Source: an optimization exercise on an open RTL-to-GDS flow (aim: small area and a short achievable clock period). Production flows keep margins and buffers that such runs may drop.
Function was checked by simulation only, so behaviour that the tests miss may differ from the original.

willow:
==> flow/design.v (excerpt) <==
module riscv_sc_top (
    input         clk,
    input         rst,
    output [31:0] imem_addr,
    input  [31:0] imem_data,
    output        dmem_re,
    output [3:0]  dmem_wmask,
    output [31:0] dmem_addr,
    output [31:0] dmem_wdata,
    input  [31:0] dmem_rdata
);
Size: ~4400 cells after synthesis, roughly 170 I/O pins.
export LEC_CHECK = 0
export CAP_MARGIN = 20
export CORE_MARGIN = 2
export CORE_UTILIZATION = 55
export CTS_BUF_LIST = sky130_fd_sc_hd__clkbuf_4
export CTS_CLUSTER_SIZE = 24
export PLACE_DENSITY = 0.65
export SETUP_SLACK_MARGIN = 2.6
export SLEW_MARGIN = 20
export SYNTH_HIERARCHICAL = 1
export TNS_END_PERCENT = 5
create_clock -name core_clock -period 11.0 [get_ports {clk}]
standard.sh (not shown) runs the stock make flow with config.mk's settings and CLKGATE_MAP_FILE= SYNTH_SCRIPT=/design/flow/synth_recipe.tcl, a recipe that flattens the netlist after the stock synthesis.
==> flow/flow/run.sh <==
#!/bin/bash
# The standard layout, with the port buffers that buffer_ports inserts made
# plain buffers (sky130_fd_sc_hd__buf_2) instead of the default delay cells.
set -e
export BUFFER_PORTS_ARGS="-buffer_cell sky130_fd_sc_hd__buf_2"
bash standard.sh > standard.log 2>&1
Both conditions hold for willow: the flow ran to the end and the final layout passed the timing, design-rule and antenna checks.
Setup changes, willow to fjord
-- flow/design.v --
<<< willow, line 175
    if (rst) vld <= 31'b0;
    else     vld <= vld | we;
  rs_dec dc1 (.r(rs1), .v(vld), .s(s1));
  rs_dec dc2 (.r(rs2), .v(vld), .s(s2));
  wire [31:0] ra_n, ra_n2, rb_n;
  rf_read rd1 (.s(s1), .d(rfv), .qn(ra_n), .qn2(ra_n2));
  rf_read rd2 (.s(s2), .d(rfv), .qn(rb_n), .qn2());
  wire [31:0] ra = ~ra_n2;
  wire [31:0] rb = ~rb_n;
>>> fjord, line 175
    if (rst) vld <= 31'b0;
    else     vld <= vld | we;
  wire [31:1] s1h, s2h;
  rs_dec dc1 (.r(rs1), .v(vld), .s(s1));
  rs_dec dc1h (.r(rs1), .v(vld), .s(s1h));
  rs_dec dc2 (.r(rs2), .v(vld), .s(s2));
  rs_dec dc2h (.r(rs2), .v(vld), .s(s2h));
  wire [31:0] ra_n, ra_n2, rb_n;
  rf_read rd1 (.s(s1), .sh(s1h), .d(rfv), .qn(ra_n), .qn2(ra_n2));
  rf_read rd2 (.s(s2), .sh(s2h), .d(rfv), .qn(rb_n), .qn2());
  wire [31:0] ra = ~ra_n2;
  wire [31:0] rb = ~rb_n;
<<< willow, line 243
endmodule
module rf_read (
    input  [31:1]        s,
    input  [32*32-1:0]   d,
    output [31:0]        qn,
>>> fjord, line 246
endmodule
module rf_read (
    input  [31:1]        s,       
    input  [31:1]        sh,      
    input  [32*32-1:0]   d,
    output [31:0]        qn,
<<< willow, line 253
      wire [10:0] n;
      wire [2:0]  p;
      for (j = 0; j < 10; j = j + 1) begin : grp
        rf_aoi222 u (
          .a0(s[3*j+1]), .b0(d[(3*j+1)*32+b]),
          .a1(s[3*j+2]), .b1(d[(3*j+2)*32+b]),
          .a2(s[3*j+3]), .b2(d[(3*j+3)*32+b]),
          .y(n[j]));
      end
      assign n[10] = ~(s[31] & d[31*32+b]);
      rf_nand4 o0 (.a(n[3:0]), .y(p[0]));
      rf_nand4 o1 (.a(n[7:4]), .y(p[1]));
>>> fjord, line 257
      wire [10:0] n;
      wire [2:0]  p;
      wire [31:1] ss = (b < 16) ? s : sh;
      for (j = 0; j < 10; j = j + 1) begin : grp
        rf_aoi222 u (
          .a0(ss[3*j+1]), .b0(d[(3*j+1)*32+b]),
          .a1(ss[3*j+2]), .b1(d[(3*j+2)*32+b]),
          .a2(ss[3*j+3]), .b2(d[(3*j+3)*32+b]),
          .y(n[j]));
      end
      assign n[10] = ~(ss[31] & d[31*32+b]);
      rf_nand4 o0 (.a(n[3:0]), .y(p[0]));
      rf_nand4 o1 (.a(n[7:4]), .y(p[1]));
==> run notes <==
- Looking at average wire per cell in the routed design, fjord sits 8.7% lower than willow does.
- Multi-input combinational gate total ends up higher on fjord.
- fjord vs willow — count of clock-buffer cells in the layout rose 18.
- Worst hold slack on fjord is up relative to willow.
- Compared with willow, fjord shows a number of fill cells that is about 0.6% higher.
- fjord ended with less setup slack than willow.

## static timing again, ports no longer ideal
How much do the figures lean on ideal ports? The routed layouts below were timed once more, with nothing changed but the port constraints. Step 1: set_driving_cell puts a clkbuf_16 on clk and a buf_2 on each other input, an assumption about the parent block. Step 2 times the ports against the registers' clock, not the clock port: input delays grow and output delays shrink by t, the midpoint of the rising clock arrivals with the driver on. Slacks: ideal / step 1 / step 2; pairs: ideal / step 1.
run	t (ns)	slack for setup (ns)	clock arrival spread, ns	worst register clock-pin slew, ns
willow	1.223	2.380 / 2.345 / 1.390	0.088 / 0.088	0.08 / 0.08
fjord	1.214	2.359 / 2.336 / 1.341	0.157 / 0.157	0.08 / 0.08
After both steps setup and hold are still met in every run listed. For fjord, which loses most, drivers alone change the setup slack by -0.023 ns; drivers and shift together by -1.018 ns.
